This design comes from an exercise in tuning for small area and a short achievable clock period on the open sky130 flow, not from production work. RTL that was checked went through simulation tests only; none was proved equivalent to the original. No activity file was given, so power comes from the tool's default toggle rates.

## float_addsub
module float_addsub(
	input wire clk,
	input wire [31:0] v1,
	input wire [31:0] v2,
	input wire op,
	output wire [31:0] vres
);
For scale: ~1,200 cells after synthesis, roughly 320 flip-flops, ~0.013 sq mm of cells after synthesis.
==> module float_addsub, before the edit <==
module float_addsub(
	input wire clk,
	input wire [31:0] v1,
	input wire [31:0] v2,
	input wire op,
	output wire [31:0] vres
);
	wire        s1 = v1[31];
	wire        s2 = v2[31] ^ op;
	wire [7:0]  e1 = v1[30:23];
	wire [7:0]  e2 = v2[30:23];
	wire        sub = s1 ^ s2;
	wire [30:0] bg = v1[30:0] & ~v2[30:0];
	wire [30:0] be = ~(v1[30:0] ^ v2[30:0]);
	function automatic [1:0] cmpc(input [1:0] hi, input [1:0] lo);  
		cmpc = {hi[1] | (hi[0] & lo[1]), hi[0] & lo[0]};
	endfunction
	function automatic [1:0] cmp8(input [7:0] g, input [7:0] e);
		reg [1:0] a0, a1, a2, a3, b0, b1;
		begin
			a0 = cmpc({g[1], e[1]}, {g[0], e[0]});
			a1 = cmpc({g[3], e[3]}, {g[2], e[2]});
			a2 = cmpc({g[5], e[5]}, {g[4], e[4]});
			a3 = cmpc({g[7], e[7]}, {g[6], e[6]});
			b0 = cmpc(a1, a0);
			b1 = cmpc(a3, a2);
			cmp8 = cmpc(b1, b0);
		end
	endfunction
	wire [1:0] ce  = cmp8(bg[30:23], be[30:23]);
	wire [1:0] cf2 = cmp8(bg[22:15], be[22:15]);
	wire [1:0] cf1 = cmp8(bg[14:7], be[14:7]);
	wire [1:0] cf0 = cmp8({bg[6:0], 1'b0}, {be[6:0], 1'b1});
	wire [1:0] cf  = cmpc(cf2, cmpc(cf1, cf0));
	wire        gt = ce[1] | (ce[0] & cf[1]);    
	wire        eq = ce[0] & cf[0];
	wire [7:0]  d12;
	wire        c12;
	ks_add #(8, 3) ad12(.a(e1), .b(~e2), .cin(1'b1), .s(d12), .cout(c12));
	wire        ez = (e1 == 8'd0) | (e2 == 8'd0);      
	wire        bz = (e1 == 8'd0) & (e2 == 8'd0);      
	reg         r1_s, r1_sub, r1_bz, r1_gt, r1_ez;
	reg  [7:0]  r1_e;
	reg  [22:0] r1_f1, r1_f2;
	reg  [7:0]  r1_d12;
	reg         r1_c12;
	always @(posedge clk) begin
		r1_s    <= (gt ? s1 : s2) & ~(eq & sub);
		r1_sub  <= sub;
		r1_bz   <= bz;
		r1_gt   <= gt;
		r1_e    <= ce[1] ? e1 : e2;
		r1_f1   <= v1[22:0];
		r1_f2   <= v2[22:0];
		r1_ez   <= ez;
		r1_d12  <= d12;                     
		r1_c12  <= c12;                     
	end
	wire        neg = ~r1_c12;
	wire [7:0]  d;
	genvar k;
	assign d[0] = r1_d12[0];
	generate
		for (k = 1; k < 8; k = k + 1) begin : absd
			assign d[k] = r1_d12[k] ^ (neg & (r1_d12[k-1:0] != 0));
		end
	endgenerate
	wire        far = r1_ez | (d[7:5] != 3'd0) | (d[4:3] == 2'b11);
	wire [22:0] fb = r1_gt ? r1_f1 : r1_f2;
	wire [23:0] x0 = {1'b1, r1_gt ? r1_f2 : r1_f1};
	wire [23:0] x1 = d[0] ? {1'b0, x0[23:1]} : x0;
	wire [23:0] x2 = d[1] ? {2'b0, x1[23:2]} : x1;
	reg         r2_s, r2_sub, r2_hb;
	reg  [7:0]  r2_e;
	reg  [22:0] r2_fb;
	reg  [23:0] r2_x;
	reg  [2:0]  r2_sh;
	always @(posedge clk) begin
		r2_s    <= r1_s;
		r2_sub  <= r1_sub;
		r2_hb   <= ~r1_bz;                       
		r2_e    <= r1_e + 8'd1;
		r2_fb   <= fb & {23{~r1_bz}};
		r2_x    <= x2 & {24{~far}};
		r2_sh   <= d[4:2];
	end
	wire [23:0] x3 = r2_sh[0] ? {4'b0, r2_x[23:4]} : r2_x;
	wire [23:0] x4 = r2_sh[1] ? {8'b0, x3[23:8]} : x3;
	wire [23:0] x5 = r2_sh[2] ? {16'b0, x4[23:16]} : x4;
	wire [24:0] opa = {1'b0, r2_hb, r2_fb};
	wire [24:0] opb = {r2_sub, x5 ^ {24{r2_sub}}};
	wire [24:0] gen = {opa[24:1] & opb[24:1], (opa[0] & opb[0]) | ((opa[0] ^ opb[0]) & r2_sub)};
	wire [24:0] pro = opa ^ opb;
	reg         r3_s, r3_cin;
	reg  [7:0]  r3_e;
	reg  [24:0] r3_g, r3_p;
	always @(posedge clk) begin
		r3_s    <= r2_s;
		r3_cin  <= r2_sub;
		r3_e    <= r2_e;
		r3_g    <= gen;
		r3_p    <= pro;
	end
	wire [24:0] sum;
	ks_sum #(25, 5) addm(.g(r3_g), .p(r3_p), .cin(r3_cin), .s(sum));
	reg         r4_s;
	reg  [7:0]  r4_e;
	reg  [24:0] r4_r;
	always @(posedge clk) begin
		r4_s    <= r3_s;
		r4_e    <= r3_e;
		r4_r    <= sum;
	end
	wire [4:0] lz;
	lzc25 lzm(.v(r4_r), .n(lz));
	reg         r5_s;
	reg  [7:0]  r5_e;
	reg  [24:0] r5_r;
	reg  [4:0]  r5_lz;
	always @(posedge clk) begin
		r5_s    <= r4_s;
		r5_e    <= r4_e;
		r5_r    <= r4_r;
		r5_lz   <= lz;
	end
	wire [24:0] n0 = r5_lz[4] ? {r5_r[8:0], 16'b0} : r5_r;
	wire [24:0] n1 = r5_lz[3] ? {n0[16:0], 8'b0} : n0;
	wire [24:0] n2 = r5_lz[2] ? {n1[20:0], 4'b0} : n1;
	wire [24:0] n3 = r5_lz[1] ? {n2[22:0], 2'b0} : n2;
	wire [24:0] n4 = r5_lz[0] ? {n3[23:0], 1'b0} : n3;
	wire [7:0]  ne = (r5_lz == 5'd25) ? 8'd0 : r5_e - {3'b0, r5_lz};
	reg  [31:0] r6, r7;
	always @(posedge clk) begin
		r6 <= {r5_s, ne, n4[23:1]};
		r7 <= r6;
	end
	assign vres = r7;
endmodule
==> flow/config.mk <==
export PLATFORM = sky130hd
export DESIGN_NAME = float_addsub
export DESIGN_NICKNAME = float_addsub
export VERILOG_FILES = /design/flow/design.v
export SDC_FILE = /design/flow/constraint.sdc
export NUM_CORES = 4
export LEC_CHECK = 0
export CAP_MARGIN = 20
export CORE_MARGIN = 2
export CORE_UTILIZATION = 40
export CTS_BUF_LIST = sky130_fd_sc_hd__clkbuf_16
export CTS_CLUSTER_DIAMETER = 100
export CTS_CLUSTER_SIZE = 30
export SETUP_SLACK_MARGIN = 1.95
export SLEW_MARGIN = 20
==> flow/constraint.sdc <==
create_clock -name core_clock -period 4.0 [get_ports {clk}]
set_input_delay 0.8000 -clock core_clock [delete_from_list [all_inputs] [get_ports {clk}]]
set_output_delay 0.8000 -clock core_clock [all_outputs]
set_load 0.01 [all_outputs]
standard.sh (not shown) runs the stock make flow with config.mk's settings and CLKGATE_MAP_FILE= SYNTH_SCRIPT=/design/flow/synth_recipe.tcl, a recipe that flattens the netlist after the stock synthesis.
==> flow/flow/run.sh <==
#!/bin/bash
set -euo pipefail
export BUFFER_PORTS_ARGS="-buffer_cell sky130_fd_sc_hd__buf_1"
bash standard.sh > standard_flow.log 2>&1
The first run produced a clean layout.
Change:
--- a/flow/design.v
+++ b/flow/design.v
@@ -128,17 +128,18 @@
 	wire [1:0] cf0 = cmp8({bg[6:0], 1'b0}, {be[6:0], 1'b1});
 	wire [1:0] cf  = cmpc(cf2, cmpc(cf1, cf0));
 	wire        gt = ce[1] | (ce[0] & cf[1]);    
 	wire        eq = ce[0] & cf[0];
-	wire [7:0]  d12;
-	wire        c12;
+	wire [7:0]  d12, d21;
+	wire        c12, c21;
 	ks_add #(8, 3) ad12(.a(e1), .b(~e2), .cin(1'b1), .s(d12), .cout(c12));
+	ks_add #(8, 3) ad21(.a(e2), .b(~e1), .cin(1'b1), .s(d21), .cout(c21));
 	wire        ez = (e1 == 8'd0) | (e2 == 8'd0);      
 	wire        bz = (e1 == 8'd0) & (e2 == 8'd0);      
 	reg         r1_s, r1_sub, r1_bz, r1_gt, r1_ez;
 	reg  [7:0]  r1_e;
 	reg  [22:0] r1_f1, r1_f2;
-	reg  [7:0]  r1_d12;
+	reg  [7:0]  r1_d12, r1_d21;
 	reg         r1_c12;
 	always @(posedge clk) begin
 		r1_s    <= (gt ? s1 : s2) & ~(eq & sub);
 		r1_sub  <= sub;
@@ -148,24 +149,17 @@
 		r1_f1   <= v1[22:0];
 		r1_f2   <= v2[22:0];
 		r1_ez   <= ez;
 		r1_d12  <= d12;                     
+		r1_d21  <= d21;                     
 		r1_c12  <= c12;                     
 	end
-	wire        neg = ~r1_c12;
-	wire [7:0]  d;
-	genvar k;
-	assign d[0] = r1_d12[0];
-	generate
-		for (k = 1; k < 8; k = k + 1) begin : absd
-			assign d[k] = r1_d12[k] ^ (neg & (r1_d12[k-1:0] != 0));
-		end
-	endgenerate
+	wire [7:0]  d = r1_c12 ? r1_d12 : r1_d21;         
 	wire        far = r1_ez | (d[7:5] != 3'd0) | (d[4:3] == 2'b11);
 	wire [22:0] fb = r1_gt ? r1_f1 : r1_f2;
 	wire [23:0] x0 = {1'b1, r1_gt ? r1_f2 : r1_f1};
-	wire [23:0] x1 = d[0] ? {1'b0, x0[23:1]} : x0;
-	wire [23:0] x2 = d[1] ? {2'b0, x1[23:2]} : x1;
+	wire [23:0] x1 = d[4] ? {16'b0, x0[23:16]} : x0;
+	wire [23:0] x2 = d[3] ? {8'b0, x1[23:8]} : x1;
 	reg         r2_s, r2_sub, r2_hb;
 	reg  [7:0]  r2_e;
 	reg  [22:0] r2_fb;
 	reg  [23:0] r2_x;
@@ -176,13 +170,14 @@
 		r2_hb   <= ~r1_bz;                       
 		r2_e    <= r1_e + 8'd1;
 		r2_fb   <= fb & {23{~r1_bz}};
 		r2_x    <= x2 & {24{~far}};
-		r2_sh   <= d[4:2];
-	end
-	wire [23:0] x3 = r2_sh[0] ? {4'b0, r2_x[23:4]} : r2_x;
-	wire [23:0] x4 = r2_sh[1] ? {8'b0, x3[23:8]} : x3;
-	wire [23:0] x5 = r2_sh[2] ? {16'b0, x4[23:16]} : x4;
+		r2_sh   <= d[2:0];
+	end
+	wire [23:0] x3 = r2_sh[2] ? {4'b0, x2_r[23:4]} : x2_r;
+	wire [23:0] x2_r = r2_x;
+	wire [23:0] x4 = r2_sh[1] ? {2'b0, x3[23:2]} : x3;
+	wire [23:0] x5 = r2_sh[0] ? {1'b0, x4[23:1]} : x4;
 	wire [24:0] opa = {1'b0, r2_hb, r2_fb};
 	wire [24:0] opb = {r2_sub, x5 ^ {24{r2_sub}}};
 	wire [24:0] gen = {opa[24:1] & opb[24:1], (opa[0] & opb[0]) | ((opa[0] ^ opb[0]) & r2_sub)};
 	wire [24:0] pro = opa ^ opb;
What happened: Wire length rose by 6.6%; non-clock buffer count fell by 6; total power rose by 1.4%; flip-flop and latch count rose by 7; synthesized cell count rose by 2.3%; global-route usage rose by 0.65 points; worst setup slack gets worse by 0.0068 ns.
Only the layout flow was run in the first run of this note; the RTL was not checked for function there.

[what the ideal ports hide]
Ports are ideal in the flow. The routed layouts listed here were re-timed in OpenROAD.
Step 1 sets driving cells, clkbuf_16 on the clock port and buf_2 on the other inputs (assumed; they add their load-dependent delay and slew).
Step 2, shift: input delay + t, output delay - t, t = (earliest + latest rising clock arrival at the registers) / 2. This alone moves slack from input paths to output paths.
Three values: no drivers, after step 1, after step 2; two values: the first two.
run | t (ns) | slack for setup (ns) | pins driven straight from the clock port
the first run | 0.534 | 1.995 / 2.019 / 1.486 | 1
the second run | 0.538 | 1.989 / 1.989 / 1.518 | 1
After both steps setup and hold are still met in every run listed. The setup slack of the first run, which loses most, moves by +0.024 ns with the drivers and by -0.509 ns with both steps.
